Source: an optimization exercise on an open RTL-to-GDS flow (aim: small area). Production flows keep margins and buffers that such runs may drop.
Where RTL was checked, it was by simulation tests only, not by an equivalence proof against the original.
No functional check of the RTL was part of run 1.
Power is estimated from default activity; no workload was simulated.

## flow/design.v (module list and top-level ports; edited modules follow where they fit)
// module color_tracker: 1384 lines
// module fa: 4 lines
// module ha: 4 lines
module color_tracker
(
    input   wire        clk         ,
    input   wire        rst_n       ,
    output  wire [15:0] pix_addr    ,
    output  wire        pix_rden    ,
    input   wire [15:0] pix_data    ,
    output  wire [7:0]  vga_r       ,
    output  wire [7:0]  vga_g       ,
    output  wire [7:0]  vga_b       ,
    output  reg         th_hsync    ,
    output  reg         th_vsync    ,
    output  wire [31:0] x_error     ,
    output  wire [31:0] h_error
 ) ;
function rge;
    input [15:0] a;
    input [15:0] b;
    integer i;
    reg c;
    begin
        c = 1'b1;
        for (i = 0; i < 16; i = i + 1)
            c = (a[i] & ~b[i]) | (~(a[i] ^ b[i]) & c);
  // ...
==> flow/flow/run.sh <==
#!/bin/bash
# The standard layout (standard.sh: the ORFS run, unchanged synthesis),
# with two changes: the buffers ORFS puts on every input and output port are
# the platform's smallest buffer, sky130_fd_sc_hd__buf_1, and clock tree
# synthesis uses clkbuf_8 and inserts no dummy loads.
set -euo pipefail
bash standard.sh "BUFFER_PORTS_ARGS=-buffer_cell sky130_fd_sc_hd__buf_1" \
  "CTS_ARGS=-sink_clustering_enable -repair_clock_nets -buf_list sky130_fd_sc_hd__clkbuf_8 -dont_use_dummy_load" \
  finish > standard_flow.log 2>&1
==> flow/standard.sh <==
#!/bin/bash
# synth_recipe.tcl (not shown) runs the flow's synth.tcl, then flattens the netlist and writes it again
# the make line also repeats each setting of config.mk as NAME=value (left out here)
make -C /OpenROAD-flow-scripts/flow DESIGN_CONFIG=/design/flow/config.mk WORK_HOME=/design/flow/orfs CLKGATE_MAP_FILE= SYNTH_SCRIPT=/design/flow/synth_recipe.tcl "${@:-finish}"
==> flow/config.mk <==
export PLATFORM = sky130hd
export DESIGN_NAME = color_tracker
export DESIGN_NICKNAME = color_tracker
export VERILOG_FILES = /design/flow/design.v
export SDC_FILE = /design/flow/constraint.sdc
export NUM_CORES = 4
export LEC_CHECK = 0
export CAP_MARGIN = 20
export CORE_MARGIN = 2
export CORE_UTILIZATION = 65
export CTS_BUF_LIST = sky130_fd_sc_hd__clkbuf_8
export SLEW_MARGIN = 20
export SYNTH_HIERARCHICAL = 1
==> flow/constraint.sdc <==
create_clock -name core_clock -period 12.0 [get_ports {clk}]
set_input_delay 2.4000 -clock core_clock [delete_from_list [all_inputs] [get_ports {clk}]]
set_output_delay 2.4000 -clock core_clock [all_outputs]
set_load 0.01 [all_outputs]
==> qor.csv, run 1 <==
metric,value,unit
Via density,5.55,
CTS max path bufs,2,
max_cap viols,0,
inverters,108,
post-route non-filler standard cell count,1539,
FF-to-FF setup slack,5360,ps
SO Faults,negative setup slack,
CP Depth,28,
most frequent cells in the layout,"ha_1 (141), fa_1 (114), buf_1 (109)",
status,"complete, but fails checks",
Syn Std Cell Area,12800,um^2
CP max-delay cell,fa_1,
cell repeated most along the worst path,fa_2,
# fillers,1550,
clock network power,299,uW
post-synthesis mux area share,0.00636,
grt ovf,0,
# resized after CTS,37,
XOR/XNOR Fraction of Synth Area,0.0185,
pre-CTS WS,-75.3,ps
CTS Hold Buffers Added,0,
CTS tree,built,
multi-input logic area,8050,um^2
Routed wire per std cell,17.0,um
die area,20800,um^2
f_max,0.0819,GHz
endpoints failing setup,13,
dominant cell type by area after synthesis,fa_1,
crit start category,flop,
routability congestion estimate,0.900,
combinational share of power,0.336,
internal power,929,uW
M3 GR Usage,0.0434,
wl on met1,11600,um
final worst path period need,12210,ps
Worst-path clk slew,80,ps
IO buf count,124,
die width,144,um
area grow syn2layout,5.54,%
WL met2,12800,um
R2R Path Start,d3[12],
final worst slack,-212,ps
CTS buffer count,17,
==> module color_tracker, before the edit <==
module color_tracker
(
    input   wire        clk         ,
    input   wire        rst_n       ,
    output  wire [15:0] pix_addr    ,
    output  wire        pix_rden    ,
    input   wire [15:0] pix_data    ,
    output  wire [7:0]  vga_r       ,
    output  wire [7:0]  vga_g       ,
    output  wire [7:0]  vga_b       ,
    output  reg         th_hsync    ,
    output  reg         th_vsync    ,
    output  wire [31:0] x_error     ,
    output  wire [31:0] h_error
 ) ;
function rge;
    input [15:0] a;
    input [15:0] b;
    integer i;
    reg c;
    begin
        c = 1'b1;
        for (i = 0; i < 16; i = i + 1)
            c = (a[i] & ~b[i]) | (~(a[i] ^ b[i]) & c);
        rge = c;
    end
endfunction
function [15:0] radd;
    input [15:0] a;
    input [15:0] b;
    integer i;
    reg c;
    begin
        c = 1'b0;
        for (i = 0; i < 16; i = i + 1) begin
            radd[i] = a[i] ^ b[i] ^ c;
            c = (a[i] & b[i]) | (c & (a[i] ^ b[i]));
        end
    end
endfunction
function [4:0] nx5;
    input [4:0] s;
    nx5 = {s[3:0], ~(s[4] ^ s[2])};
endfunction
function [2:0] nx3;
    input [2:0] s;
    nx3 = {s[1:0], ~(s[2] ^ s[1])};
endfunction
function [8:0] nx9;
    input [8:0] s;
    nx9 = {s[7:0], ~(s[8] ^ s[4])};
endfunction
localparam [4:0] C5_0 = 5'd0, C5_15 = 5'd11, C5_16 = 5'd23;
localparam [2:0] C3_0 = 3'd0, C3_4 = 3'd5, C3_5 = 3'd2;
localparam [8:0] C9_0 = 9'd0, C9_500 = 9'd67;
reg [9:0]  h;
reg [9:0]  v;
reg [15:0] addr;
wire       addr_en;
reg [15:0] d1, d2, d3;
reg [7:0]  x0, y0, x1, y1;
wire       wrap = &x1[7:4];                      
wire [8:0] ma;
wire hs_1;
wire hc_2;
wire fs_3;
wire fc_4;
wire fs_5;
wire fc_6;
wire fs_7;
wire fc_8;
wire hs_9;
wire hc_10;
wire hs_11;
wire hc_12;
wire fs_13;
wire fc_14;
wire fs_15;
wire fc_16;
wire fs_17;
wire fc_18;
wire hs_19;
wire hc_20;
wire hs_21;
wire hc_22;
wire hs_23;
wire hc_24;
wire fs_25;
wire fc_26;
wire fs_27;
wire fc_28;
wire fs_29;
wire fc_30;
wire fs_31;
wire fc_32;
wire fs_33;
wire fc_34;
wire fs_35;
wire fc_36;
wire hs_37;
wire hc_38;
wire hs_39;
wire hc_40;
wire hs_41;
wire hc_42;
wire fs_43;
wire fc_44;
wire fs_45;
wire fc_46;
wire fs_47;
wire fc_48;
wire fs_49;
wire fc_50;
wire hs_51;
wire hc_52;
wire hs_53;
wire hc_54;
wire hs_55;
wire hc_56;
wire hs_57;
wire hc_58;
wire [8:0] t_p;
wire [9:0] t_sb;
wire hs_59;
wire hc_60;
wire fs_61;
wire fc_62;
wire fs_63;
wire fc_64;
wire fs_65;
wire fc_66;
wire fs_67;
wire fc_68;
wire hs_69;
wire hc_70;
wire hs_71;
wire hc_72;
wire hs_73;
wire hc_74;
wire xs_75;
wire xc_76;
wire fs_77;
wire fc_78;
wire fs_79;
wire fc_80;
wire fs_81;
wire fc_82;
wire fs_83;
wire fc_84;
wire [10:0] t_e3;
wire hs_85;
wire hc_86;
wire fs_87;
wire fc_88;
wire fs_89;
wire fc_90;
wire fs_91;
wire fc_92;
wire hs_93;
wire hc_94;
wire hs_95;
wire hc_96;
wire hs_97;
wire hc_98;
wire fs_99;
wire fc_100;
wire fs_101;
wire fc_102;
wire fs_103;
wire fc_104;
wire hs_105;
wire hc_106;
wire xs_107;
wire xc_108;
wire fs_109;
wire fc_110;
wire fs_111;
wire fc_112;
wire fs_113;
wire fc_114;
wire fs_115;
wire fc_116;
wire xs_117;
wire xc_118;
wire xs_119;
wire xc_120;
wire xs_121;
wire xc_122;
wire xs_123;
wire xc_124;
wire hs_125;
wire hc_126;
wire fs_127;
wire fc_128;
wire fs_129;
wire fc_130;
wire fs_131;
wire fc_132;
wire fs_133;
wire fc_134;
wire hs_135;
wire hc_136;
wire hs_137;
wire hc_138;
wire hs_139;
wire hc_140;
wire [11:0] t_c19;
wire hs_141;
wire hc_142;
wire fs_143;
wire fc_144;
wire fs_145;
wire fc_146;
wire fs_147;
wire fc_148;
wire fs_149;
wire fc_150;
wire hs_151;
wire hc_152;
wire hs_153;
wire hc_154;
wire hs_155;
wire hc_156;
wire [8:0] t_k5;
function [8:0] t_h14;   
    input [4:0] r;
    case (r)
        5'd0: t_h14 = 9'd0;
        5'd1: t_h14 = 9'd0;
        5'd2: t_h14 = 9'd0;
        5'd3: t_h14 = 9'd0;
        5'd4: t_h14 = 9'd0;
        5'd5: t_h14 = 9'd0;
        5'd6: t_h14 = 9'd0;
        5'd7: t_h14 = 9'd0;
        5'd8: t_h14 = 9'd11;
        5'd9: t_h14 = 9'd25;
        5'd10: t_h14 = 9'd39;
        5'd11: t_h14 = 9'd53;
        5'd12: t_h14 = 9'd67;
        5'd13: t_h14 = 9'd81;
        5'd14: t_h14 = 9'd95;
        5'd15: t_h14 = 9'd109;
        5'd16: t_h14 = 9'd123;
        5'd17: t_h14 = 9'd137;
        5'd18: t_h14 = 9'd151;
        5'd19: t_h14 = 9'd165;
        5'd20: t_h14 = 9'd179;
        5'd21: t_h14 = 9'd193;
        5'd22: t_h14 = 9'd207;
        5'd23: t_h14 = 9'd221;
        5'd24: t_h14 = 9'd235;
        5'd25: t_h14 = 9'd249;
        5'd26: t_h14 = 9'd263;
        5'd27: t_h14 = 9'd277;
        5'd28: t_h14 = 9'd291;
        5'd29: t_h14 = 9'd305;
        5'd30: t_h14 = 9'd319;
        5'd31: t_h14 = 9'd333;
        default: t_h14 = 9'd0;
    endcase
endfunction
function [4:0] t_b1;    
    input [2:0] r;
    input [2:0] g;
    case ({r, g})
        6'd31: t_b1 = 5'd31;
        6'd24: t_b1 = 5'd31;
        6'd25: t_b1 = 5'd27;
        6'd26: t_b1 = 5'd23;
        6'd27: t_b1 = 5'd18;
        6'd28: t_b1 = 5'd14;
        6'd39: t_b1 = 5'd31;
        6'd32: t_b1 = 5'd29;
        6'd33: t_b1 = 5'd25;
        6'd34: t_b1 = 5'd20;
        6'd35: t_b1 = 5'd16;
        6'd36: t_b1 = 5'd11;
        6'd47: t_b1 = 5'd31;
        6'd40: t_b1 = 5'd27;
        6'd41: t_b1 = 5'd22;
        6'd42: t_b1 = 5'd17;
        6'd43: t_b1 = 5'd13;
        6'd44: t_b1 = 5'd8;
        6'd55: t_b1 = 5'd28;
        6'd48: t_b1 = 5'd24;
        6'd49: t_b1 = 5'd19;
        6'd50: t_b1 = 5'd15;
        6'd51: t_b1 = 5'd10;
        6'd52: t_b1 = 5'd6;
        6'd63: t_b1 = 5'd26;
        6'd56: t_b1 = 5'd21;
        6'd57: t_b1 = 5'd17;
        6'd58: t_b1 = 5'd12;
        6'd59: t_b1 = 5'd7;
        6'd60: t_b1 = 5'd3;
        default: t_b1 = 5'd0;
    endcase
endfunction
wire hs_157;
wire hc_158;
wire hs_159;
wire hc_160;
wire hs_161;
wire hc_162;
wire hs_163;
wire hc_164;
wire hs_165;
wire hc_166;
wire hs_167;
wire hc_168;
wire hs_169;
wire hc_170;
wire hs_171;
wire hc_172;
wire hs_173;
wire hc_174;
wire [9:0] h_inc;
wire hs_175;
wire hc_176;
wire hs_177;
wire hc_178;
wire hs_179;
wire hc_180;
wire hs_181;
wire hc_182;
wire hs_183;
wire hc_184;
wire hs_185;
wire hc_186;
wire hs_187;
wire hc_188;
wire hs_189;
wire hc_190;
wire hs_191;
wire hc_192;
wire [9:0] v_inc;
wire hs_193;
wire hc_194;
wire hs_195;
wire hc_196;
wire hs_197;
wire hc_198;
wire hs_199;
wire hc_200;
wire hs_201;
wire hc_202;
wire hs_203;
wire hc_204;
wire hs_205;
wire hc_206;
wire hs_207;
wire hc_208;
wire hs_209;
wire hc_210;
wire hs_211;
wire hc_212;
wire hs_213;
wire hc_214;
wire hs_215;
wire hc_216;
wire hs_217;
wire hc_218;
wire hs_219;
wire hc_220;
wire hs_221;
wire hc_222;
wire hs_223;
wire hc_224;
wire [15:0] addr_nx;
wire cx_225;
wire fs_226;
wire fc_227;
wire fs_228;
wire fc_229;
wire fs_230;
wire fc_231;
wire fs_232;
wire fc_233;
wire fs_234;
wire fc_235;
wire fs_236;
wire fc_237;
wire fs_238;
wire fc_239;
wire [7:0] midx;
wire cy_240;
wire fs_241;
wire fc_242;
wire fs_243;
wire fc_244;
wire fs_245;
wire fc_246;
wire fs_247;
wire fc_248;
wire fs_249;
wire fc_250;
wire fs_251;
wire fc_252;
wire fs_253;
wire fc_254;
wire [7:0] midy;
wire xs_255;
wire xc_256;
wire fs_257;
wire fc_258;
wire fs_259;
wire fc_260;
wire fs_261;
wire fc_262;
wire fs_263;
wire fc_264;
wire fs_265;
wire fc_266;
wire fs_267;
wire fc_268;
wire fs_269;
wire fc_270;
wire xs_271;
wire xc_272;
wire fs_273;
wire fc_274;
wire fs_275;
wire fc_276;
wire fs_277;
wire fc_278;
wire fs_279;
wire fc_280;
wire fs_281;
wire fc_282;
wire fs_283;
wire fc_284;
wire fs_285;
wire fc_286;
wire [8:0] dxs;
wire [8:0] dys;
wire pp_287;
wire pp_288;
wire pp_289;
wire pp_290;
wire pp_291;
wire pp_292;
wire pp_293;
wire pp_294;
wire pp_295;
wire pp_296;
wire pp_297;
wire pp_298;
wire pp_299;
wire pp_300;
wire pp_301;
wire pp_302;
wire pp_303;
wire pp_304;
wire pp_305;
wire pp_306;
wire pp_307;
wire pp_308;
wire pp_309;
wire pp_310;
wire pp_311;
wire pp_312;
wire pp_313;
wire pp_314;
wire pp_315;
wire pp_316;
wire pp_317;
wire pp_318;
wire pp_319;
wire pp_320;
wire pp_321;
wire pp_322;
wire pp_323;
wire pp_324;
wire pp_325;
wire pp_326;
wire pp_327;
wire pp_328;
wire pp_329;
wire pp_330;
wire pp_331;
wire pp_332;
wire pp_333;
wire pp_334;
wire pp_335;
wire pp_336;
wire pp_337;
wire pp_338;
wire pp_339;
wire pp_340;
wire pp_341;
wire pp_342;
wire pp_343;
wire pp_344;
wire pp_345;
wire pp_346;
wire pp_347;
wire pp_348;
wire pp_349;
wire pp_350;
wire pp_351;
wire pp_352;
wire pp_353;
wire pp_354;
wire pp_355;
wire pp_356;
wire pp_357;
wire pp_358;
wire pp_359;
wire pp_360;
wire pp_361;
wire pp_362;
wire pp_363;
wire pp_364;
wire pp_365;
wire pp_366;
wire pp_367;
wire wr_368;
wire wr_369;
wire wr_370;
wire wr_371;
wire wr_372;
wire wr_373;
wire wr_374;
wire wr_375;
wire wr_376;
wire fs_377;
wire fc_378;
wire fs_379;
wire fc_380;
wire hs_381;
wire hc_382;
wire fs_383;
wire fc_384;
wire fs_385;
wire fc_386;
wire hs_387;
wire hc_388;
wire xs_389;
wire xc_390;
wire fs_391;
wire fc_392;
wire fs_393;
wire fc_394;
wire fs_395;
wire fc_396;
wire fs_397;
wire fc_398;
wire xs_399;
wire xc_400;
wire fs_401;
wire fc_402;
wire xs_403;
wire xc_404;
wire hs_405;
wire hc_406;
wire xs_407;
wire xc_408;
wire xs_409;
wire xc_410;
wire fs_411;
wire fc_412;
wire hs_413;
wire hc_414;
wire fs_415;
wire fc_416;
wire fs_417;
wire fc_418;
wire fs_419;
wire fc_420;
wire fs_421;
wire fc_422;
wire fs_423;
wire fc_424;
wire fs_425;
wire fc_426;
wire fs_427;
wire fc_428;
wire fs_429;
wire fc_430;
wire fs_431;
wire fc_432;
wire fs_433;
wire fc_434;
wire fs_435;
wire fc_436;
wire fs_437;
wire fc_438;
wire fs_439;
wire fc_440;
wire fs_441;
wire fc_442;
wire fs_443;
wire fc_444;
wire fs_445;
wire fc_446;
wire xs_447;
wire xc_448;
wire fs_449;
wire fc_450;
wire xs_451;
wire xc_452;
wire hs_453;
wire hc_454;
wire fs_455;
wire fc_456;
wire fs_457;
wire fc_458;
wire fs_459;
wire fc_460;
wire fs_461;
wire fc_462;
wire fs_463;
wire fc_464;
wire fs_465;
wire fc_466;
wire fs_467;
wire fc_468;
wire fs_469;
wire fc_470;
wire fs_471;
wire fc_472;
wire fs_473;
wire fc_474;
wire fs_475;
wire fc_476;
wire fs_477;
wire fc_478;
wire xs_479;
wire xc_480;
wire hs_481;
wire hc_482;
wire fs_483;
wire fc_484;
wire fs_485;
wire fc_486;
wire fs_487;
wire fc_488;
wire fs_489;
wire fc_490;
wire fs_491;
wire fc_492;
wire fs_493;
wire fc_494;
wire fs_495;
wire fc_496;
wire fs_497;
wire fc_498;
wire fs_499;
wire fc_500;
wire fs_501;
wire fc_502;
wire fs_503;
wire fc_504;
wire fs_505;
wire fc_506;
wire fs_507;
wire fc_508;
wire fs_509;
wire fc_510;
wire hs_511;
wire hc_512;
wire hs_513;
wire hc_514;
wire fs_515;
wire fc_516;
wire fs_517;
wire fc_518;
wire fs_519;
wire fc_520;
wire fs_521;
wire fc_522;
wire fs_523;
wire fc_524;
wire fs_525;
wire fc_526;
wire fs_527;
wire fc_528;
wire fs_529;
wire fc_530;
wire fs_531;
wire fc_532;
wire fs_533;
wire fc_534;
wire fs_535;
wire fc_536;
wire fs_537;
wire fc_538;
wire fs_539;
wire fc_540;
wire fs_541;
wire fc_542;
wire fs_543;
wire fc_544;
wire fs_545;
wire fc_546;
wire fs_547;
wire fc_548;
wire fs_549;
wire fc_550;
wire [19:0] hv;
ha u_ha1 (.a(d3[12]), .b(d3[11]), .s(hs_1), .co(hc_2));
fa u_fa1 (.a(d3[13]), .b(d3[12]), .c(hc_2), .s(fs_3), .co(fc_4));
fa u_fa2 (.a(d3[14]), .b(d3[13]), .c(fc_4), .s(fs_5), .co(fc_6));
fa u_fa3 (.a(d3[15]), .b(d3[14]), .c(fc_6), .s(fs_7), .co(fc_8));
ha u_ha2 (.a(d3[15]), .b(fc_8), .s(hs_9), .co(hc_10));
ha u_ha3 (.a(d3[7]), .b(d3[5]), .s(hs_11), .co(hc_12));
fa u_fa4 (.a(d3[8]), .b(d3[6]), .c(hc_12), .s(fs_13), .co(fc_14));
fa u_fa5 (.a(d3[9]), .b(d3[7]), .c(fc_14), .s(fs_15), .co(fc_16));
fa u_fa6 (.a(d3[10]), .b(d3[8]), .c(fc_16), .s(fs_17), .co(fc_18));
ha u_ha4 (.a(d3[9]), .b(fc_18), .s(hs_19), .co(hc_20));
ha u_ha5 (.a(d3[10]), .b(hc_20), .s(hs_21), .co(hc_22));
ha u_ha6 (.a(d3[11]), .b(d3[5]), .s(hs_23), .co(hc_24));
fa u_fa7 (.a(hs_1), .b(d3[6]), .c(hc_24), .s(fs_25), .co(fc_26));
fa u_fa8 (.a(fs_3), .b(hs_11), .c(fc_26), .s(fs_27), .co(fc_28));
fa u_fa9 (.a(fs_5), .b(fs_13), .c(fc_28), .s(fs_29), .co(fc_30));
fa u_fa10 (.a(fs_7), .b(fs_15), .c(fc_30), .s(fs_31), .co(fc_32));
fa u_fa11 (.a(hs_9), .b(fs_17), .c(fc_32), .s(fs_33), .co(fc_34));
fa u_fa12 (.a(hc_10), .b(hs_19), .c(fc_34), .s(fs_35), .co(fc_36));
ha u_ha7 (.a(hs_21), .b(fc_36), .s(hs_37), .co(hc_38));
assign hs_39 = hc_22 ^ hc_38;
ha u_ha9 (.a(hs_23), .b(d3[0]), .s(hs_41), .co(hc_42));
fa u_fa13 (.a(fs_25), .b(d3[1]), .c(hc_42), .s(fs_43), .co(fc_44));
fa u_fa14 (.a(fs_27), .b(d3[2]), .c(fc_44), .s(fs_45), .co(fc_46));
fa u_fa15 (.a(fs_29), .b(d3[3]), .c(fc_46), .s(fs_47), .co(fc_48));
fa u_fa16 (.a(fs_31), .b(d3[4]), .c(fc_48), .s(fs_49), .co(fc_50));
ha u_ha10 (.a(fs_33), .b(fc_50), .s(hs_51), .co(hc_52));
ha u_ha11 (.a(fs_35), .b(hc_52), .s(hs_53), .co(hc_54));
ha u_ha12 (.a(hs_37), .b(hc_54), .s(hs_55), .co(hc_56));
ha u_ha13 (.a(hs_39), .b(hc_56), .s(hs_57), .co(hc_58));
assign t_p[0] = hs_23;
assign t_p[1] = fs_25;
assign t_p[2] = fs_27;
assign t_p[3] = fs_29;
assign t_p[4] = fs_31;
assign t_p[5] = fs_33;
assign t_p[6] = fs_35;
assign t_p[7] = hs_37;
assign t_p[8] = hs_39;
assign t_sb[0] = hs_41;
assign t_sb[1] = fs_43;
assign t_sb[2] = fs_45;
assign t_sb[3] = fs_47;
assign t_sb[4] = fs_49;
assign t_sb[5] = hs_51;
assign t_sb[6] = hs_53;
assign t_sb[7] = hs_55;
assign t_sb[8] = hs_57;
assign t_sb[9] = hc_58;
ha u_ha14 (.a(fs_43), .b(d3[0]), .s(hs_59), .co(hc_60));
fa u_fa17 (.a(fs_45), .b(d3[1]), .c(hc_60), .s(fs_61), .co(fc_62));
fa u_fa18 (.a(fs_47), .b(d3[2]), .c(fc_62), .s(fs_63), .co(fc_64));
fa u_fa19 (.a(fs_49), .b(d3[3]), .c(fc_64), .s(fs_65), .co(fc_66));
fa u_fa20 (.a(hs_51), .b(d3[4]), .c(fc_66), .s(fs_67), .co(fc_68));
ha u_ha15 (.a(hs_53), .b(fc_68), .s(hs_69), .co(hc_70));
ha u_ha16 (.a(hs_55), .b(hc_70), .s(hs_71), .co(hc_72));
assign hs_73 = hs_57 ^ hc_72;
assign xs_75 = ~(fs_65 ^ ~d3[0]);
assign xc_76 = (fs_65 | ~d3[0]);
fa u_fa21 (.a(fs_67), .b(~d3[1]), .c(xc_76), .s(fs_77), .co(fc_78));
fa u_fa22 (.a(hs_69), .b(~d3[2]), .c(fc_78), .s(fs_79), .co(fc_80));
fa u_fa23 (.a(hs_71), .b(~d3[3]), .c(fc_80), .s(fs_81), .co(fc_82));
fa u_fa24 (.a(hs_73), .b(~d3[4]), .c(fc_82), .s(fs_83), .co(fc_84));
assign t_e3[0] = hs_41;
assign t_e3[1] = hs_59;
assign t_e3[2] = fs_61;
assign t_e3[3] = fs_63;
assign t_e3[4] = xs_75;
assign t_e3[5] = fs_77;
assign t_e3[6] = fs_79;
assign t_e3[7] = fs_81;
assign t_e3[8] = fs_83;
assign t_e3[9] = ~fc_84;
assign t_e3[10] = ~fc_84;
ha u_ha18 (.a(d3[12]), .b(d3[5]), .s(hs_85), .co(hc_86));
fa u_fa25 (.a(d3[13]), .b(d3[6]), .c(hc_86), .s(fs_87), .co(fc_88));
fa u_fa26 (.a(d3[14]), .b(d3[7]), .c(fc_88), .s(fs_89), .co(fc_90));
fa u_fa27 (.a(d3[15]), .b(d3[8]), .c(fc_90), .s(fs_91), .co(fc_92));
ha u_ha19 (.a(d3[9]), .b(fc_92), .s(hs_93), .co(hc_94));
ha u_ha20 (.a(d3[10]), .b(hc_94), .s(hs_95), .co(hc_96));
ha u_ha21 (.a(fs_5), .b(d3[0]), .s(hs_97), .co(hc_98));
fa u_fa28 (.a(fs_7), .b(d3[1]), .c(hc_98), .s(fs_99), .co(fc_100));
fa u_fa29 (.a(hs_9), .b(d3[2]), .c(fc_100), .s(fs_101), .co(fc_102));
fa u_fa30 (.a(hc_10), .b(d3[3]), .c(fc_102), .s(fs_103), .co(fc_104));
ha u_ha22 (.a(d3[4]), .b(fc_104), .s(hs_105), .co(hc_106));
assign xs_107 = ~(d3[11] ^ ~d3[0]);
assign xc_108 = (d3[11] | ~d3[0]);
fa u_fa31 (.a(hs_1), .b(~d3[1]), .c(xc_108), .s(fs_109), .co(fc_110));
fa u_fa32 (.a(fs_3), .b(~d3[2]), .c(fc_110), .s(fs_111), .co(fc_112));
fa u_fa33 (.a(hs_97), .b(~d3[3]), .c(fc_112), .s(fs_113), .co(fc_114));
fa u_fa34 (.a(fs_99), .b(~d3[4]), .c(fc_114), .s(fs_115), .co(fc_116));
assign xs_117 = ~(fs_101 ^ fc_116);
assign xc_118 = (fs_101 | fc_116);
assign xs_119 = ~(fs_103 ^ xc_118);
assign xc_120 = (fs_103 | xc_118);
assign xs_121 = ~(hs_105 ^ xc_120);
assign xc_122 = (hs_105 | xc_120);
assign xs_123 = ~(hc_106 ^ xc_122);
assign xc_124 = (hc_106 | xc_122);
ha u_ha23 (.a(d3[11]), .b(fs_115), .s(hs_125), .co(hc_126));
fa u_fa35 (.a(hs_85), .b(xs_117), .c(hc_126), .s(fs_127), .co(fc_128));
fa u_fa36 (.a(fs_87), .b(xs_119), .c(fc_128), .s(fs_129), .co(fc_130));
fa u_fa37 (.a(fs_89), .b(xs_121), .c(fc_130), .s(fs_131), .co(fc_132));
fa u_fa38 (.a(fs_91), .b(xs_123), .c(fc_132), .s(fs_133), .co(fc_134));
ha u_ha24 (.a(hs_93), .b(fc_134), .s(hs_135), .co(hc_136));
ha u_ha25 (.a(hs_95), .b(hc_136), .s(hs_137), .co(hc_138));
assign hs_139 = hc_96 ^ hc_138;
assign t_c19[0] = xs_107;
assign t_c19[1] = fs_109;
assign t_c19[2] = fs_111;
assign t_c19[3] = fs_113;
assign t_c19[4] = hs_125;
assign t_c19[5] = fs_127;
assign t_c19[6] = fs_129;
assign t_c19[7] = fs_131;
assign t_c19[8] = fs_133;
assign t_c19[9] = hs_135;
assign t_c19[10] = hs_137;
assign t_c19[11] = hs_139;
ha u_ha27 (.a(fs_43), .b(d3[11]), .s(hs_141), .co(hc_142));
fa u_fa39 (.a(fs_45), .b(d3[12]), .c(hc_142), .s(fs_143), .co(fc_144));
fa u_fa40 (.a(fs_47), .b(d3[13]), .c(fc_144), .s(fs_145), .co(fc_146));
fa u_fa41 (.a(fs_49), .b(d3[14]), .c(fc_146), .s(fs_147), .co(fc_148));
fa u_fa42 (.a(hs_51), .b(d3[15]), .c(fc_148), .s(fs_149), .co(fc_150));
ha u_ha28 (.a(hs_53), .b(fc_150), .s(hs_151), .co(hc_152));
ha u_ha29 (.a(hs_55), .b(hc_152), .s(hs_153), .co(hc_154));
assign hs_155 = hs_57 ^ hc_154;
assign t_k5[0] = hs_41;
assign t_k5[1] = hs_141;
assign t_k5[2] = fs_143;
assign t_k5[3] = fs_145;
assign t_k5[4] = fs_147;
assign t_k5[5] = fs_149;
assign t_k5[6] = hs_151;
assign t_k5[7] = hs_153;
assign t_k5[8] = hs_155;
ha u_ha31 (.a(h[1]), .b(h[0]), .s(hs_157), .co(hc_158));
ha u_ha32 (.a(h[2]), .b(hc_158), .s(hs_159), .co(hc_160));
ha u_ha33 (.a(h[3]), .b(hc_160), .s(hs_161), .co(hc_162));
ha u_ha34 (.a(h[4]), .b(hc_162), .s(hs_163), .co(hc_164));
ha u_ha35 (.a(h[5]), .b(hc_164), .s(hs_165), .co(hc_166));
ha u_ha36 (.a(h[6]), .b(hc_166), .s(hs_167), .co(hc_168));
ha u_ha37 (.a(h[7]), .b(hc_168), .s(hs_169), .co(hc_170));
ha u_ha38 (.a(h[8]), .b(hc_170), .s(hs_171), .co(hc_172));
assign hs_173 = h[9] ^ hc_172;
assign h_inc[0] = ~h[0];
assign h_inc[1] = hs_157;
assign h_inc[2] = hs_159;
assign h_inc[3] = hs_161;
assign h_inc[4] = hs_163;
assign h_inc[5] = hs_165;
assign h_inc[6] = hs_167;
assign h_inc[7] = hs_169;
assign h_inc[8] = hs_171;
assign h_inc[9] = hs_173;
ha u_ha40 (.a(v[1]), .b(v[0]), .s(hs_175), .co(hc_176));
ha u_ha41 (.a(v[2]), .b(hc_176), .s(hs_177), .co(hc_178));
ha u_ha42 (.a(v[3]), .b(hc_178), .s(hs_179), .co(hc_180));
ha u_ha43 (.a(v[4]), .b(hc_180), .s(hs_181), .co(hc_182));
ha u_ha44 (.a(v[5]), .b(hc_182), .s(hs_183), .co(hc_184));
ha u_ha45 (.a(v[6]), .b(hc_184), .s(hs_185), .co(hc_186));
ha u_ha46 (.a(v[7]), .b(hc_186), .s(hs_187), .co(hc_188));
ha u_ha47 (.a(v[8]), .b(hc_188), .s(hs_189), .co(hc_190));
assign hs_191 = v[9] ^ hc_190;
assign v_inc[0] = ~v[0];
assign v_inc[1] = hs_175;
assign v_inc[2] = hs_177;
assign v_inc[3] = hs_179;
assign v_inc[4] = hs_181;
assign v_inc[5] = hs_183;
assign v_inc[6] = hs_185;
assign v_inc[7] = hs_187;
assign v_inc[8] = hs_189;
assign v_inc[9] = hs_191;
ha u_ha49 (.a(addr[0]), .b(addr_en), .s(hs_193), .co(hc_194));
ha u_ha50 (.a(addr[1]), .b(hc_194), .s(hs_195), .co(hc_196));
ha u_ha51 (.a(addr[2]), .b(hc_196), .s(hs_197), .co(hc_198));
ha u_ha52 (.a(addr[3]), .b(hc_198), .s(hs_199), .co(hc_200));
ha u_ha53 (.a(addr[4]), .b(hc_200), .s(hs_201), .co(hc_202));
ha u_ha54 (.a(addr[5]), .b(hc_202), .s(hs_203), .co(hc_204));
ha u_ha55 (.a(addr[6]), .b(hc_204), .s(hs_205), .co(hc_206));
ha u_ha56 (.a(addr[7]), .b(hc_206), .s(hs_207), .co(hc_208));
ha u_ha57 (.a(addr[8]), .b(hc_208), .s(hs_209), .co(hc_210));
ha u_ha58 (.a(addr[9]), .b(hc_210), .s(hs_211), .co(hc_212));
ha u_ha59 (.a(addr[10]), .b(hc_212), .s(hs_213), .co(hc_214));
ha u_ha60 (.a(addr[11]), .b(hc_214), .s(hs_215), .co(hc_216));
ha u_ha61 (.a(addr[12]), .b(hc_216), .s(hs_217), .co(hc_218));
ha u_ha62 (.a(addr[13]), .b(hc_218), .s(hs_219), .co(hc_220));
ha u_ha63 (.a(addr[14]), .b(hc_220), .s(hs_221), .co(hc_222));
assign hs_223 = addr[15] ^ hc_222;
assign addr_nx[0] = hs_193;
assign addr_nx[1] = hs_195;
assign addr_nx[2] = hs_197;
assign addr_nx[3] = hs_199;
assign addr_nx[4] = hs_201;
assign addr_nx[5] = hs_203;
assign addr_nx[6] = hs_205;
assign addr_nx[7] = hs_207;
assign addr_nx[8] = hs_209;
assign addr_nx[9] = hs_211;
assign addr_nx[10] = hs_213;
assign addr_nx[11] = hs_215;
assign addr_nx[12] = hs_217;
assign addr_nx[13] = hs_219;
assign addr_nx[14] = hs_221;
assign addr_nx[15] = hs_223;
assign cx_225 = x0[0] & x1[0];
fa u_fa43 (.a(x0[1]), .b(x1[1]), .c(cx_225), .s(fs_226), .co(fc_227));
fa u_fa44 (.a(x0[2]), .b(x1[2]), .c(fc_227), .s(fs_228), .co(fc_229));
fa u_fa45 (.a(x0[3]), .b(x1[3]), .c(fc_229), .s(fs_230), .co(fc_231));
fa u_fa46 (.a(x0[4]), .b(x1[4]), .c(fc_231), .s(fs_232), .co(fc_233));
fa u_fa47 (.a(x0[5]), .b(x1[5]), .c(fc_233), .s(fs_234), .co(fc_235));
fa u_fa48 (.a(x0[6]), .b(x1[6]), .c(fc_235), .s(fs_236), .co(fc_237));
fa u_fa49 (.a(x0[7]), .b(x1[7]), .c(fc_237), .s(fs_238), .co(fc_239));
assign midx[0] = fs_226;
assign midx[1] = fs_228;
assign midx[2] = fs_230;
assign midx[3] = fs_232;
assign midx[4] = fs_234;
assign midx[5] = fs_236;
assign midx[6] = fs_238;
assign midx[7] = fc_239;
assign cy_240 = y0[0] & y1[0];
fa u_fa50 (.a(y0[1]), .b(y1[1]), .c(cy_240), .s(fs_241), .co(fc_242));
fa u_fa51 (.a(y0[2]), .b(y1[2]), .c(fc_242), .s(fs_243), .co(fc_244));
fa u_fa52 (.a(y0[3]), .b(y1[3]), .c(fc_244), .s(fs_245), .co(fc_246));
fa u_fa53 (.a(y0[4]), .b(y1[4]), .c(fc_246), .s(fs_247), .co(fc_248));
fa u_fa54 (.a(y0[5]), .b(y1[5]), .c(fc_248), .s(fs_249), .co(fc_250));
fa u_fa55 (.a(y0[6]), .b(y1[6]), .c(fc_250), .s(fs_251), .co(fc_252));
fa u_fa56 (.a(y0[7]), .b(y1[7]), .c(fc_252), .s(fs_253), .co(fc_254));
assign midy[0] = fs_241;
assign midy[1] = fs_243;
assign midy[2] = fs_245;
assign midy[3] = fs_247;
assign midy[4] = fs_249;
assign midy[5] = fs_251;
assign midy[6] = fs_253;
assign midy[7] = fc_254;
assign xs_255 = ~(x1[0] ^ ~x0[0]);
assign xc_256 = (x1[0] | ~x0[0]);
fa u_fa57 (.a(x1[1]), .b(~x0[1]), .c(xc_256), .s(fs_257), .co(fc_258));
fa u_fa58 (.a(x1[2]), .b(~x0[2]), .c(fc_258), .s(fs_259), .co(fc_260));
fa u_fa59 (.a(x1[3]), .b(~x0[3]), .c(fc_260), .s(fs_261), .co(fc_262));
fa u_fa60 (.a(x1[4]), .b(~x0[4]), .c(fc_262), .s(fs_263), .co(fc_264));
fa u_fa61 (.a(x1[5]), .b(~x0[5]), .c(fc_264), .s(fs_265), .co(fc_266));
fa u_fa62 (.a(x1[6]), .b(~x0[6]), .c(fc_266), .s(fs_267), .co(fc_268));
fa u_fa63 (.a(x1[7]), .b(~x0[7]), .c(fc_268), .s(fs_269), .co(fc_270));
assign xs_271 = ~(y1[0] ^ ~y0[0]);
assign xc_272 = (y1[0] | ~y0[0]);
fa u_fa64 (.a(y1[1]), .b(~y0[1]), .c(xc_272), .s(fs_273), .co(fc_274));
fa u_fa65 (.a(y1[2]), .b(~y0[2]), .c(fc_274), .s(fs_275), .co(fc_276));
fa u_fa66 (.a(y1[3]), .b(~y0[3]), .c(fc_276), .s(fs_277), .co(fc_278));
fa u_fa67 (.a(y1[4]), .b(~y0[4]), .c(fc_278), .s(fs_279), .co(fc_280));
fa u_fa68 (.a(y1[5]), .b(~y0[5]), .c(fc_280), .s(fs_281), .co(fc_282));
fa u_fa69 (.a(y1[6]), .b(~y0[6]), .c(fc_282), .s(fs_283), .co(fc_284));
fa u_fa70 (.a(y1[7]), .b(~y0[7]), .c(fc_284), .s(fs_285), .co(fc_286));
assign dxs[0] = xs_255;
assign dxs[1] = fs_257;
assign dxs[2] = fs_259;
assign dxs[3] = fs_261;
assign dxs[4] = fs_263;
assign dxs[5] = fs_265;
assign dxs[6] = fs_267;
assign dxs[7] = fs_269;
assign dxs[8] = ~fc_270;
assign dys[0] = xs_271;
assign dys[1] = fs_273;
assign dys[2] = fs_275;
assign dys[3] = fs_277;
assign dys[4] = fs_279;
assign dys[5] = fs_281;
assign dys[6] = fs_283;
assign dys[7] = fs_285;
assign dys[8] = ~fc_286;
assign pp_287 = ma[0] & dys[0];
assign pp_288 = ma[1] & dys[0];
assign pp_289 = ma[2] & dys[0];
assign pp_290 = ma[3] & dys[0];
assign pp_291 = ma[4] & dys[0];
assign pp_292 = ma[5] & dys[0];
assign pp_293 = ma[6] & dys[0];
assign pp_294 = ma[7] & dys[0];
assign pp_295 = ~(ma[8] & dys[0]);
assign pp_296 = ma[0] & dys[1];
assign pp_297 = ma[1] & dys[1];
assign pp_298 = ma[2] & dys[1];
assign pp_299 = ma[3] & dys[1];
assign pp_300 = ma[4] & dys[1];
assign pp_301 = ma[5] & dys[1];
assign pp_302 = ma[6] & dys[1];
assign pp_303 = ma[7] & dys[1];
assign pp_304 = ~(ma[8] & dys[1]);
assign pp_305 = ma[0] & dys[2];
assign pp_306 = ma[1] & dys[2];
assign pp_307 = ma[2] & dys[2];
assign pp_308 = ma[3] & dys[2];
assign pp_309 = ma[4] & dys[2];
assign pp_310 = ma[5] & dys[2];
assign pp_311 = ma[6] & dys[2];
assign pp_312 = ma[7] & dys[2];
assign pp_313 = ~(ma[8] & dys[2]);
assign pp_314 = ma[0] & dys[3];
assign pp_315 = ma[1] & dys[3];
assign pp_316 = ma[2] & dys[3];
assign pp_317 = ma[3] & dys[3];
assign pp_318 = ma[4] & dys[3];
assign pp_319 = ma[5] & dys[3];
assign pp_320 = ma[6] & dys[3];
assign pp_321 = ma[7] & dys[3];
assign pp_322 = ~(ma[8] & dys[3]);
assign pp_323 = ma[0] & dys[4];
assign pp_324 = ma[1] & dys[4];
assign pp_325 = ma[2] & dys[4];
assign pp_326 = ma[3] & dys[4];
assign pp_327 = ma[4] & dys[4];
assign pp_328 = ma[5] & dys[4];
assign pp_329 = ma[6] & dys[4];
assign pp_330 = ma[7] & dys[4];
assign pp_331 = ~(ma[8] & dys[4]);
assign pp_332 = ma[0] & dys[5];
assign pp_333 = ma[1] & dys[5];
assign pp_334 = ma[2] & dys[5];
assign pp_335 = ma[3] & dys[5];
assign pp_336 = ma[4] & dys[5];
assign pp_337 = ma[5] & dys[5];
assign pp_338 = ma[6] & dys[5];
assign pp_339 = ma[7] & dys[5];
assign pp_340 = ~(ma[8] & dys[5]);
assign pp_341 = ma[0] & dys[6];
assign pp_342 = ma[1] & dys[6];
assign pp_343 = ma[2] & dys[6];
assign pp_344 = ma[3] & dys[6];
assign pp_345 = ma[4] & dys[6];
assign pp_346 = ma[5] & dys[6];
assign pp_347 = ma[6] & dys[6];
assign pp_348 = ma[7] & dys[6];
assign pp_349 = ~(ma[8] & dys[6]);
assign pp_350 = ma[0] & dys[7];
assign pp_351 = ma[1] & dys[7];
assign pp_352 = ma[2] & dys[7];
assign pp_353 = ma[3] & dys[7];
assign pp_354 = ma[4] & dys[7];
assign pp_355 = ma[5] & dys[7];
assign pp_356 = ma[6] & dys[7];
assign pp_357 = ma[7] & dys[7];
assign pp_358 = ~(ma[8] & dys[7]);
assign pp_359 = ~(ma[0] & dys[8]);
assign pp_360 = ~(ma[1] & dys[8]);
assign pp_361 = ~(ma[2] & dys[8]);
assign pp_362 = ~(ma[3] & dys[8]);
assign pp_363 = ~(ma[4] & dys[8]);
assign pp_364 = ~(ma[5] & dys[8]);
assign pp_365 = ~(ma[6] & dys[8]);
assign pp_366 = ~(ma[7] & dys[8]);
assign pp_367 = ma[8] & dys[8];
assign wr_368 = wrap & dys[0];
assign wr_369 = wrap & dys[1];
assign wr_370 = wrap & dys[2];
assign wr_371 = wrap & dys[3];
assign wr_372 = wrap & dys[4];
assign wr_373 = wrap & dys[5];
assign wr_374 = wrap & dys[6];
assign wr_375 = wrap & dys[7];
assign wr_376 = ~(wrap & dys[8]);
fa u_fa71 (.a(pp_317), .b(pp_309), .c(pp_325), .s(fs_377), .co(fc_378));
fa u_fa72 (.a(pp_318), .b(pp_326), .c(pp_310), .s(fs_379), .co(fc_380));
ha u_ha65 (.a(pp_334), .b(pp_302), .s(hs_381), .co(hc_382));
fa u_fa73 (.a(pp_327), .b(pp_319), .c(pp_335), .s(fs_383), .co(fc_384));
fa u_fa74 (.a(pp_311), .b(pp_343), .c(pp_359), .s(fs_385), .co(fc_386));
ha u_ha66 (.a(pp_303), .b(pp_351), .s(hs_387), .co(hc_388));
assign xs_389 = ~(pp_328 ^ pp_336);
assign xc_390 = (pp_328 | pp_336);
fa u_fa75 (.a(pp_320), .b(pp_344), .c(pp_360), .s(fs_391), .co(fc_392));
fa u_fa76 (.a(pp_312), .b(pp_352), .c(pp_304), .s(fs_393), .co(fc_394));
fa u_fa77 (.a(pp_337), .b(pp_329), .c(pp_345), .s(fs_395), .co(fc_396));
fa u_fa78 (.a(pp_361), .b(pp_321), .c(pp_353), .s(fs_397), .co(fc_398));
assign xs_399 = ~(wr_368 ^ pp_338);
assign xc_400 = (wr_368 | pp_338);
fa u_fa79 (.a(pp_346), .b(pp_362), .c(pp_330), .s(fs_401), .co(fc_402));
assign xs_403 = ~(wr_369 ^ pp_347);
assign xc_404 = (wr_369 | pp_347);
ha u_ha67 (.a(pp_363), .b(pp_339), .s(hs_405), .co(hc_406));
assign xs_407 = ~(wr_370 ^ pp_364);
assign xc_408 = (wr_370 | pp_364);
assign xs_409 = ~(pp_307 ^ pp_299);
assign xc_410 = (pp_307 | pp_299);
fa u_fa80 (.a(~pp_308), .b(pp_316), .c(pp_300), .s(fs_411), .co(fc_412));
ha u_ha68 (.a(pp_324), .b(pp_292), .s(hs_413), .co(hc_414));
fa u_fa81 (.a(pp_308), .b(pp_301), .c(pp_333), .s(fs_415), .co(fc_416));
fa u_fa82 (.a(fs_377), .b(pp_293), .c(pp_341), .s(fs_417), .co(fc_418));
fa u_fa83 (.a(fc_378), .b(pp_342), .c(fs_379), .s(fs_419), .co(fc_420));
fa u_fa84 (.a(hs_381), .b(pp_294), .c(pp_350), .s(fs_421), .co(fc_422));
fa u_fa85 (.a(fc_380), .b(fs_383), .c(hc_382), .s(fs_423), .co(fc_424));
fa u_fa86 (.a(pp_295), .b(hs_387), .c(fs_385), .s(fs_425), .co(fc_426));
fa u_fa87 (.a(xs_389), .b(fc_384), .c(hc_388), .s(fs_427), .co(fc_428));
fa u_fa88 (.a(fc_386), .b(fs_391), .c(fs_393), .s(fs_429), .co(fc_430));
fa u_fa89 (.a(xc_390), .b(fs_395), .c(pp_313), .s(fs_431), .co(fc_432));
fa u_fa90 (.a(fc_392), .b(fs_397), .c(fc_394), .s(fs_433), .co(fc_434));
fa u_fa91 (.a(xs_399), .b(pp_354), .c(fc_396), .s(fs_435), .co(fc_436));
fa u_fa92 (.a(pp_322), .b(fc_398), .c(fs_401), .s(fs_437), .co(fc_438));
fa u_fa93 (.a(xc_400), .b(xs_403), .c(pp_355), .s(fs_439), .co(fc_440));
fa u_fa94 (.a(pp_331), .b(hs_405), .c(fc_402), .s(fs_441), .co(fc_442));
fa u_fa95 (.a(xc_404), .b(pp_348), .c(pp_356), .s(fs_443), .co(fc_444));
fa u_fa96 (.a(pp_340), .b(hc_406), .c(xs_407), .s(fs_445), .co(fc_446));
assign xs_447 = ~(wr_371 ^ pp_365);
assign xc_448 = (wr_371 | pp_365);
fa u_fa97 (.a(pp_357), .b(pp_349), .c(xc_408), .s(fs_449), .co(fc_450));
assign xs_451 = ~(wr_372 ^ pp_366);
assign xc_452 = (wr_372 | pp_366);
ha u_ha69 (.a(pp_298), .b(pp_306), .s(hs_453), .co(hc_454));
fa u_fa98 (.a(pp_315), .b(xs_409), .c(pp_291), .s(fs_455), .co(fc_456));
fa u_fa99 (.a(xc_410), .b(pp_332), .c(fs_411), .s(fs_457), .co(fc_458));
fa u_fa100 (.a(fc_412), .b(hc_414), .c(fs_415), .s(fs_459), .co(fc_460));
fa u_fa101 (.a(fc_416), .b(fc_418), .c(fs_419), .s(fs_461), .co(fc_462));
fa u_fa102 (.a(fc_420), .b(fs_423), .c(fc_422), .s(fs_463), .co(fc_464));
fa u_fa103 (.a(fc_424), .b(fs_427), .c(fc_426), .s(fs_465), .co(fc_466));
fa u_fa104 (.a(fc_428), .b(fs_431), .c(fs_433), .s(fs_467), .co(fc_468));
fa u_fa105 (.a(fs_435), .b(fc_432), .c(fc_434), .s(fs_469), .co(fc_470));
fa u_fa106 (.a(fc_436), .b(fs_439), .c(fs_441), .s(fs_471), .co(fc_472));
fa u_fa107 (.a(fc_440), .b(fs_443), .c(fs_445), .s(fs_473), .co(fc_474));
fa u_fa108 (.a(xs_447), .b(fc_444), .c(fc_446), .s(fs_475), .co(fc_476));
fa u_fa109 (.a(pp_358), .b(xc_448), .c(xs_451), .s(fs_477), .co(fc_478));
assign xs_479 = ~(wr_373 ^ pp_367);
assign xc_480 = (wr_373 | pp_367);
ha u_ha70 (.a(pp_297), .b(pp_289), .s(hs_481), .co(hc_482));
fa u_fa110 (.a(hs_453), .b(pp_290), .c(pp_314), .s(fs_483), .co(fc_484));
fa u_fa111 (.a(hc_454), .b(pp_323), .c(fs_455), .s(fs_485), .co(fc_486));
fa u_fa112 (.a(fc_456), .b(hs_413), .c(fs_457), .s(fs_487), .co(fc_488));
fa u_fa113 (.a(fc_458), .b(fs_417), .c(fs_459), .s(fs_489), .co(fc_490));
fa u_fa114 (.a(fc_460), .b(fs_421), .c(fs_461), .s(fs_491), .co(fc_492));
fa u_fa115 (.a(fc_462), .b(fs_463), .c(fs_425), .s(fs_493), .co(fc_494));
fa u_fa116 (.a(fc_464), .b(fs_429), .c(fs_465), .s(fs_495), .co(fc_496));
fa u_fa117 (.a(fc_430), .b(fc_466), .c(fs_467), .s(fs_497), .co(fc_498));
fa u_fa118 (.a(fs_437), .b(fs_469), .c(fc_468), .s(fs_499), .co(fc_500));
fa u_fa119 (.a(fc_438), .b(fc_470), .c(fs_471), .s(fs_501), .co(fc_502));
fa u_fa120 (.a(fc_442), .b(fs_473), .c(fc_472), .s(fs_503), .co(fc_504));
fa u_fa121 (.a(fs_449), .b(fs_475), .c(fc_474), .s(fs_505), .co(fc_506));
fa u_fa122 (.a(fc_450), .b(fs_477), .c(fc_476), .s(fs_507), .co(fc_508));
fa u_fa123 (.a(xc_452), .b(xs_479), .c(fc_478), .s(fs_509), .co(fc_510));
ha u_ha71 (.a(wr_374), .b(xc_480), .s(hs_511), .co(hc_512));
ha u_ha72 (.a(pp_288), .b(pp_296), .s(hs_513), .co(hc_514));
fa u_fa124 (.a(hs_481), .b(pp_305), .c(hc_514), .s(fs_515), .co(fc_516));
fa u_fa125 (.a(fs_483), .b(hc_482), .c(fc_516), .s(fs_517), .co(fc_518));
fa u_fa126 (.a(fs_485), .b(fc_484), .c(fc_518), .s(fs_519), .co(fc_520));
fa u_fa127 (.a(fs_487), .b(fc_486), .c(fc_520), .s(fs_521), .co(fc_522));
fa u_fa128 (.a(fs_489), .b(fc_488), .c(fc_522), .s(fs_523), .co(fc_524));
fa u_fa129 (.a(fs_491), .b(fc_490), .c(fc_524), .s(fs_525), .co(fc_526));
fa u_fa130 (.a(fs_493), .b(fc_492), .c(fc_526), .s(fs_527), .co(fc_528));
fa u_fa131 (.a(fs_495), .b(fc_494), .c(fc_528), .s(fs_529), .co(fc_530));
fa u_fa132 (.a(fs_497), .b(fc_496), .c(fc_530), .s(fs_531), .co(fc_532));
fa u_fa133 (.a(fs_499), .b(fc_498), .c(fc_532), .s(fs_533), .co(fc_534));
fa u_fa134 (.a(fs_501), .b(fc_500), .c(fc_534), .s(fs_535), .co(fc_536));
fa u_fa135 (.a(fs_503), .b(fc_502), .c(fc_536), .s(fs_537), .co(fc_538));
fa u_fa136 (.a(fs_505), .b(fc_504), .c(fc_538), .s(fs_539), .co(fc_540));
fa u_fa137 (.a(fs_507), .b(fc_506), .c(fc_540), .s(fs_541), .co(fc_542));
fa u_fa138 (.a(fs_509), .b(fc_508), .c(fc_542), .s(fs_543), .co(fc_544));
fa u_fa139 (.a(hs_511), .b(fc_510), .c(fc_544), .s(fs_545), .co(fc_546));
fa u_fa140 (.a(~wr_375), .b(hc_512), .c(fc_546), .s(fs_547), .co(fc_548));
assign fs_549 = wr_376 ^ wr_375 ^ fc_548;
assign hv[0] = pp_287;
assign hv[1] = hs_513;
assign hv[2] = fs_515;
assign hv[3] = fs_517;
assign hv[4] = fs_519;
assign hv[5] = fs_521;
assign hv[6] = fs_523;
assign hv[7] = fs_525;
assign hv[8] = fs_527;
assign hv[9] = fs_529;
assign hv[10] = fs_531;
assign hv[11] = fs_533;
assign hv[12] = fs_535;
assign hv[13] = fs_537;
assign hv[14] = fs_539;
assign hv[15] = fs_541;
assign hv[16] = fs_543;
assign hv[17] = fs_545;
assign hv[18] = fs_547;
assign hv[19] = fs_549;
wire h_end = (h == 10'd800);
wire h_200 = (h == 10'd200);
always @(posedge clk or negedge rst_n) begin
    if (!rst_n)     h <= 10'd636;
    else if (h_end) h <= 10'd0;
    else            h <= h_inc;
end
always @(posedge clk or negedge rst_n) begin
    if (!rst_n)     v <= 10'd480;
    else if (h_200) v <= (v == 10'd525) ? 10'd0 : v_inc;
end
wire h_lt195 = !rge(h, 195);
wire h_lt196 = !rge(h, 196);
wire h_lt198 = !rge(h, 198);
wire h_lt199 = !rge(h, 199);
wire h_lt201 = !rge(h, 201);
wire h_ge796 = rge(h, 796);
wire h_ge797 = rge(h, 797);
wire h_ge799 = rge(h, 799);
wire r1 = !rge(v, 164);                         
wire r2 = rge(v, 200) && !rge(v, 364);          
assign pix_rden = (h_ge796 || h_lt195) && (r1 || r2);
wire de_a = (h_end || h_lt199) && r1;
wire de_b = (h_ge799 || h_lt198) && r2;
wire de_l = (h != 10'd0) && h_lt201 && r1;
assign addr_en = h_ge797 || h_lt196;
always @(posedge clk) begin
    if (!(r1 || r2)) addr <= 16'd0;
    else             addr <= addr_nx;
end
assign pix_addr = (h == 10'd796) ? 16'd0 : addr;
wire h_ge5 = rge(h, 641) || h_lt201;             
always @(posedge clk or negedge rst_n) begin
    if (!rst_n) begin
        th_hsync <= 1'b0;
        th_vsync <= 1'b0;
    end else begin
        th_hsync <= rge(h, 657) && !rge(h, 753);
        th_vsync <= (v == 10'd491) || (h_ge5 ? (v == 10'd490) : (v == 10'd492));
    end
end
always @(posedge clk) begin
    d1 <= pix_data;
    d2 <= d1;
    d3 <= d2;
end
wire [4:0] tR = d3[15:11];
wire [5:0] tG = d3[10:5];
wire [4:0] tB = d3[4:0];
wire t_c0 = rge({6'd0, t_sb}, 16'd49);
wire [15:0] t_r7 = radd({11'd0, tR}, 16'hfff9);           
wire t_c4 = rge({11'd0, tR}, 16'd7) && rge({7'd0, t_r7[4:0], 4'b1011}, {7'd0, t_k5});
wire t_c1 = rge(16'd1764, {4'd0, t_c19});
wire t_c23 = rge({5'd0, t_e3 ^ 11'h400}, 16'd920) &&       
             rge(16'd1127, {5'd0, t_e3 ^ 11'h400});        
wire target = t_c0 && t_c1 && t_c23 && t_c4;
reg nb0;         
reg nb1;         
reg nb2;         
always @(posedge clk or negedge rst_n) begin
    if (!rst_n) begin
        nb0 <= 1'b0;
        nb1 <= 1'b1;
        nb2 <= 1'b1;
    end else begin
        nb0 <= !target;
        nb1 <= nb0;
        nb2 <= nb1;
    end
end
reg rq1, rq2;
always @(posedge clk or negedge rst_n) begin
    if (!rst_n) begin
        rq1 <= 1'b0;
        rq2 <= 1'b0;
    end else begin
        rq1 <= 1'b1;
        rq2 <= rq1;
    end
end
wire rst_d = !rq2;
wire       eol  = de_l && h_200;             
wire       v163 = (v == 10'd163);
wire [15:0] v_m4  = radd({8'd0, v[7:0]}, 16'hfffc);
wire [15:0] h_m16 = radd({8'd0, h[7:0]}, 16'hfff0);
wire [7:0] vl4  = v_m4[7:0];                         
wire [7:0] hl15 = de_l ? h_m16[7:0] : 8'd241;         
reg [4:0] hb;    
reg [2:0] vb;    
reg [4:0] he;    
reg [2:0] ve;    
reg [8:0] cnt;   
reg       fd;
wire hb16    = (hb == C5_16);
wire cnt_sat = (cnt == C9_500);
reg [7:0] x0n, y0n, x1n, y1n;
always @(*) begin
    x0n = x0;
    y0n = y0;
    x1n = x1;
    y1n = y1;
    if (rst_d) begin
        x0n = 8'd0;
        y0n = 8'd0;
        x1n = 8'd0;
    end else if (vb == C3_4) begin
        if (hb == C5_15) begin
            x0n = hl15;
            y0n = vl4;
        end else if (he == C5_15) begin
            x1n = hl15;
        end
    end else if (fd) begin
        x0n = 8'd0;
        y0n = 8'd0;
        x1n = 8'd0;
    end
    if (rst_d)            y1n = 8'd0;
    else if (ve == C3_4)  y1n = vl4;
    else if (fd)          y1n = 8'd0;
end
always @(posedge clk) begin
    if (!de_l)     hb <= C5_0;
    else if (hb16) hb <= hb;
    else if (!nb2) hb <= nx5(hb);
    else           hb <= C5_0;
    if (!hb16)             he <= C5_0;
    else if (he == C5_16)  he <= he;
    else if (nb2)          he <= nx5(he);
    else                   he <= C5_0;
end
always @(posedge clk or negedge rst_n) begin
    if (!rst_n) begin
        vb  <= C3_0;
        ve  <= C3_0;
        cnt <= C9_0;
        fd  <= 1'b0;
        x0  <= 8'd80;
        y0  <= 8'd0;
        x1  <= 8'd120;
        y1  <= 8'd50;
    end else begin
        if (v163)             vb <= C3_0;
        else if (vb == C3_5)  vb <= vb;
        else if (eol)         vb <= hb16 ? nx3(vb) : C3_0;
        if (vb != C3_5)       ve <= C3_0;
        else if (ve == C3_5)  ve <= ve;
        else if (eol)         ve <= (hb == C5_0) ? nx3(ve) : C3_0;
        if (v163 && eol)           cnt <= C9_0;
        else if (!nb2 && !cnt_sat) cnt <= nx9(cnt);
        if (de_l && h == 10'd191 && v[7:0] == 8'd159) fd <= !cnt_sat;
        x0 <= x0n;
        y0 <= y0n;
        x1 <= x1n;
        y1 <= y1n;
    end
end
wire [15:0] xe = radd({8'd0, midx}, wrap ? 16'd796 : 16'd924);
assign x_error = {{22{xe[9] & !wrap}}, xe[9:0]};
assign ma = {dxs[8] ^ wrap, dxs[7:0]};
assign h_error = {{12{hv[19]}}, hv};
wire [7:0] hd = h[9] ? 8'd0 : h[7:0];        
wire [7:0] vd = v[7:0];
wire flag0 = !rge({8'd0, x0n}, {8'd0, hd}) && !rge({8'd0, hd}, {8'd0, x1n});
wire flag1 = !rge({8'd0, y0n}, {8'd0, vd}) && !rge({8'd0, vd}, {8'd0, y1n});
wire red   = (flag0 && (vd == y0n || vd == y1n)) ||
             (flag1 && (hd == x0n || hd == x1n)) ||
             (!wrap && vd == midy && hd == midx);
wire white = !red && nb1;
wire rw    = red || white;
reg [4:0] or_r;
reg [5:0] or_g;
reg [4:0] or_b;
reg       or_rl, or_gl;
always @(posedge clk or negedge rst_n) begin
    if (!rst_n) begin
        or_r  <= 5'd0;
        or_g  <= 6'd0;
        or_b  <= 5'd0;
        or_rl <= 1'b0;
        or_gl <= 1'b0;
    end else if (de_a) begin
        or_r  <= {5{rw}};
        or_g  <= {6{white}};
        or_b  <= {5{white}};
        or_rl <= rw;
        or_gl <= white;
    end else if (de_b) begin
        or_r  <= d3[15:11];
        or_g  <= d3[10:5];
        or_b  <= d3[4:0];
        or_rl <= 1'b0;
        or_gl <= 1'b0;
    end else begin
        or_r  <= 5'd0;
        or_g  <= 6'd0;
        or_b  <= 5'd0;
        or_rl <= 1'b0;
        or_gl <= 1'b0;
    end
end
assign vga_r = {or_r, {3{or_rl}}};
assign vga_g = {or_g, {2{or_gl}}};
assign vga_b = {or_b, {3{or_gl}}};
endmodule
==> run 2, diff against run 1 <==
--- a/flow/design.v
+++ b/flow/design.v
@@ -687,8 +687,8 @@
 wire fc_536;
 wire fs_537;
 wire fc_538;
-wire fs_539;
-wire fc_540;
+wire hs_539;
+wire hc_540;
 wire fs_541;
 wire fc_542;
 wire fs_543;
@@ -699,6 +699,24 @@
 wire fc_548;
 wire fs_549;
 wire fc_550;
+wire xs_551;
+wire xc_552;
+wire fs_553;
+wire fc_554;
+wire fs_555;
+wire fc_556;
+wire fs_557;
+wire fc_558;
+wire fs_559;
+wire fc_560;
+wire fs_561;
+wire fc_562;
+wire cs_563;
+wire cs_564;
+wire cs_565;
+wire cs_566;
+wire cs_567;
+wire cs_568;
 wire [19:0] hv;
 ha u_ha1 (.a(d3[12]), .b(d3[11]), .s(hs_1), .co(hc_2));
 fa u_fa1 (.a(d3[13]), .b(d3[12]), .c(hc_2), .s(fs_3), .co(fc_4));
@@ -1152,12 +1170,25 @@
 fa u_fa133 (.a(fs_499), .b(fc_498), .c(fc_532), .s(fs_533), .co(fc_534));
 fa u_fa134 (.a(fs_501), .b(fc_500), .c(fc_534), .s(fs_535), .co(fc_536));
 fa u_fa135 (.a(fs_503), .b(fc_502), .c(fc_536), .s(fs_537), .co(fc_538));
-fa u_fa136 (.a(fs_505), .b(fc_504), .c(fc_538), .s(fs_539), .co(fc_540));
-fa u_fa137 (.a(fs_507), .b(fc_506), .c(fc_540), .s(fs_541), .co(fc_542));
-fa u_fa138 (.a(fs_509), .b(fc_508), .c(fc_542), .s(fs_543), .co(fc_544));
-fa u_fa139 (.a(hs_511), .b(fc_510), .c(fc_544), .s(fs_545), .co(fc_546));
-fa u_fa140 (.a(~wr_375), .b(hc_512), .c(fc_546), .s(fs_547), .co(fc_548));
+ha u_ha73 (.a(fs_505), .b(fc_504), .s(hs_539), .co(hc_540));
+fa u_fa136 (.a(fs_507), .b(fc_506), .c(hc_540), .s(fs_541), .co(fc_542));
+fa u_fa137 (.a(fs_509), .b(fc_508), .c(fc_542), .s(fs_543), .co(fc_544));
+fa u_fa138 (.a(hs_511), .b(fc_510), .c(fc_544), .s(fs_545), .co(fc_546));
+fa u_fa139 (.a(~wr_375), .b(hc_512), .c(fc_546), .s(fs_547), .co(fc_548));
 assign fs_549 = wr_376 ^ wr_375 ^ fc_548;
+assign xs_551 = ~(fs_505 ^ fc_504);
+assign xc_552 = (fs_505 | fc_504);
+fa u_fa141 (.a(fs_507), .b(fc_506), .c(xc_552), .s(fs_553), .co(fc_554));
+fa u_fa142 (.a(fs_509), .b(fc_508), .c(fc_554), .s(fs_555), .co(fc_556));
+fa u_fa143 (.a(hs_511), .b(fc_510), .c(fc_556), .s(fs_557), .co(fc_558));
+fa u_fa144 (.a(~wr_375), .b(hc_512), .c(fc_558), .s(fs_559), .co(fc_560));
+assign fs_561 = wr_376 ^ wr_375 ^ fc_560;
+assign cs_563 = fc_538 ? xs_551 : hs_539;
+assign cs_564 = fc_538 ? fs_553 : fs_541;
+assign cs_565 = fc_538 ? fs_555 : fs_543;
+assign cs_566 = fc_538 ? fs_557 : fs_545;
+assign cs_567 = fc_538 ? fs_559 : fs_547;
+assign cs_568 = fc_538 ? fs_561 : fs_549;
 assign hv[0] = pp_287;
 assign hv[1] = hs_513;
 assign hv[2] = fs_515;
@@ -1172,12 +1203,12 @@
 assign hv[11] = fs_533;
 assign hv[12] = fs_535;
 assign hv[13] = fs_537;
-assign hv[14] = fs_539;
-assign hv[15] = fs_541;
-assign hv[16] = fs_543;
-assign hv[17] = fs_545;
-assign hv[18] = fs_547;
-assign hv[19] = fs_549;
+assign hv[14] = cs_563;
+assign hv[15] = cs_564;
+assign hv[16] = cs_565;
+assign hv[17] = cs_566;
+assign hv[18] = cs_567;
+assign hv[19] = cs_568;
 wire h_end = (h == 10'd800);
 wire h_200 = (h == 10'd200);
 always @(posedge clk or negedge rst_n) begin
--- a/flow/config.mk
+++ b/flow/config.mk
@@ -5,9 +5,9 @@
 export SDC_FILE = /design/flow/constraint.sdc
 export NUM_CORES = 4
 export LEC_CHECK = 0
-export CAP_MARGIN = 20
+export CAP_MARGIN = 0
 export CORE_MARGIN = 2
 export CORE_UTILIZATION = 65
 export CTS_BUF_LIST = sky130_fd_sc_hd__clkbuf_8
-export SLEW_MARGIN = 20
+export SLEW_MARGIN = 0
 export SYNTH_HIERARCHICAL = 1
==> qor.csv, run 2 <==
metric,value,unit,change
routability congestion estimate,0.948,,was 0.900
Psw,466,uW,was 444 uW
CTS tree,built,,unchanged
Mapped Cells,1246,,was 1214
dominant cell type by area after synthesis,fa_1,,unchanged
endpoints failing setup,0,,was 13
Routed wire per std cell,17.9,um,was 17.0 um
Yosys reg bits,167,,unchanged
Reg2Reg Depth,17,,unchanged
Via density,5.66,,was 5.55
status,timing/DRC/antenna clean,,"was complete, but fails checks"
IO buf count,124,,unchanged
most frequent cells in the layout,"fa_1 (144), ha_1 (143), buf_1 (123)",,"was ha_1 (141), fa_1 (114), buf_1 (109)"
CTS max path bufs,2,,unchanged
Avg Inst Size Synth,10.5,um^2,about the same
total power,1400,uW,was 1370 uW
htree depth,4,,unchanged
fin util,0.689,,was 0.695
power per cell area,104,nW/um^2,was 102 nW/um^2
Die Ht,146,um,was 144 um
grt ovf,0,,unchanged
Final Hold Fails,0,,unchanged
initial core utilization,0.668,,was 0.659
CTS Hold Buffers Added,0,,unchanged
routed wire length,27800,um,was 26200 um
FP Rows,51,,unchanged
Post-synth EDFFs,0,,unchanged
post-synth top area share,0.220,,was 0.221
area grow syn2layout,3.19,%,was 5.54%
Crit. End Element,output port,,unchanged
vias after detailed routing,8786,,was 8543
1st-iter DRT viols,509,,was 522
# DRC,0,,unchanged
number of global-route vias before repair,9269,,was 8785
"Clk Latency, worst-skew pair",470,ps,was 460 ps
Max-slew headroom,0.261,,was 0.276
# IOs,125,,unchanged
initial antenna violation count,0,,unchanged
# resized after CTS,0,,was 37
Peak VDD IR,0.279,mV,was 0.110 mV
clock sink total,167,,unchanged
post-route non-filler standard cell count,1553,,was 1539
Synth async-reset ratio,0.557,,unchanged
crit start category,flop,,unchanged
Syn Std Cell Area,13100,um^2,was 12800 um^2
Worst-path clk slew,90,ps,was 80 ps
max_cap viols,0,,unchanged
FF-to-FF setup slack,5250,ps,was 5360 ps
die width,146,um,was 144 um
Worst Hold Path EP,d2[5],,was d2[0]
die area,21300,um^2,was 20800 um^2
largest net degree at the start of global routing,65,,was 60
crit path max fanout,13,,was 7
Syn. warnings,7,,unchanged
crit share post-route,0.966,,was 1.02
Critical R2R Capture,nb0,,unchanged
TNS Setup,0,ps,was -2490 ps
share of layout cells above drive strength 1,0.0536,,was 0.0958
f_max,0.0863,GHz,was 0.0819 GHz
Hold Crit Class,flop to flop,,unchanged
antenna cell count,0,,unchanged
Final Max Slew Viols,0,,unchanged
R2R Path Start,d3[12],,unchanged
combinational share of power,0.348,,was 0.336
post-synth cell types,74,,was 67
internal power,935,uW,was 929 uW
Worst Path Arrival,9190,ps,was 9810 ps
final worst path period need,11590,ps,was 12210 ps
Static Leak,0.00620,uW,was 0.00614 uW
CTS buffer count,17,,unchanged
"commonest non-fill, non-tap cell in the layout",fa_1,,was ha_1
-- run 2: cell types whose count changed after synthesis, sizes merged, moves of 4 or more --
cell / delta
a21o: -6
and2: -19
buf: +9
clkbuf: -5
inv: +6
mux2: +4
nor2: +5
nor2b: +13
or4: -4
-- run 2: cells by family (layout without fill, tap and decap cells) --
kind of cell	after synthesis	in the layout	share of synthesized area
AOI/OAI and AO/OA	157	157	0.0771
xor gates and xnor gates	27	27	0.0181
adders and majority gates	287	287	0.357
buffers and inverters	218	260	0.0838
DFF	167	167	0.293
muxes	15	15	0.0120
other	1	1	0.000287
and+or+nand+nor	374	374	0.159
-- run 2: power groups by stage --
stage / clock network, uW / registers (uW) / logic (uW)
floorplan: 0 / 617 / 368
global placement: 0 / 625 / 458
detailed placement: 0 / 625 / 479
CTS: 311 / 614 / 492
global route: 332 / 618 / 567
finish: 300 / 614 / 487
-- run 2: cell type report --
type	instances	area (um^2)
Multi-Input combinational cell	861	8170
Inverter	114	428
Clock buffer	17	234
Fill cell	1560	6090
Sequential cell	167	3830
Tap cell	265	332
Timing Repair Buffer	129	507
-- run 2: worst max-delay path by stage --
stage	start	endpoint
floorplan	y1[0]	h_error[19]
global placement	y1[0]	h_error[19]
detailed placement	y1[0]	h_error[21]
CTS	x1[0]	h_error[21]
global route	y1[0]	h_error[21]
finish	x1[0]	h_error[21]
-- run 2: per-stage QoR --
| stage | hold slack [ps] | setup WS, ps |
|---|---|---|
| floorplan | 310 | 1070 |
| global placement | 310 | 819 |
| detailed placement | 312 | 697 |
| CTS | 318 | 166 |
| global route | 331 | -13.1 |
| finish | 313 | 410 |
-- run 2: critical path: stages, from the launching register on --
cell and delay [ps]:
dfrtp_1 410, inv_1 60, ha_1 130, inv_1 50, fa_1 370, fa_1 390
fa_1 380, fa_1 400, fa_1 400, fa_1 690, nor2b_1 230, fa_1 470
fa_1 510, fa_1 470, fa_1 400, fa_1 400, fa_1 400, fa_1 420
fa_1 400, fa_1 390, fa_1 520, mux2i_1 210, xnor2_2 410, buf_1 210
-- run 2: per-module statistics from Yosys (local to each module, per instance) --
| module | cells | flops+latches |
|---|---|---|
| ha | 1 | 0 |
| fa | 1 | 0 |
| color_tracker | 1037 | 167 |
-- run 2: per-layer routing --
metal | part of all wire | vias up | wire [um] | track usage
li1 | - | 4161 | - | -
met1 | 0.43 | 4315 | 12100 | 0.357
met2 | 0.49 | 252 | 13600 | 0.467
met3 | 0.044 | 58 | 1240 | 0.0473
met4 | 0.032 | 0 | 904 | 0.114
met5 | 0 | - | 0 | 0
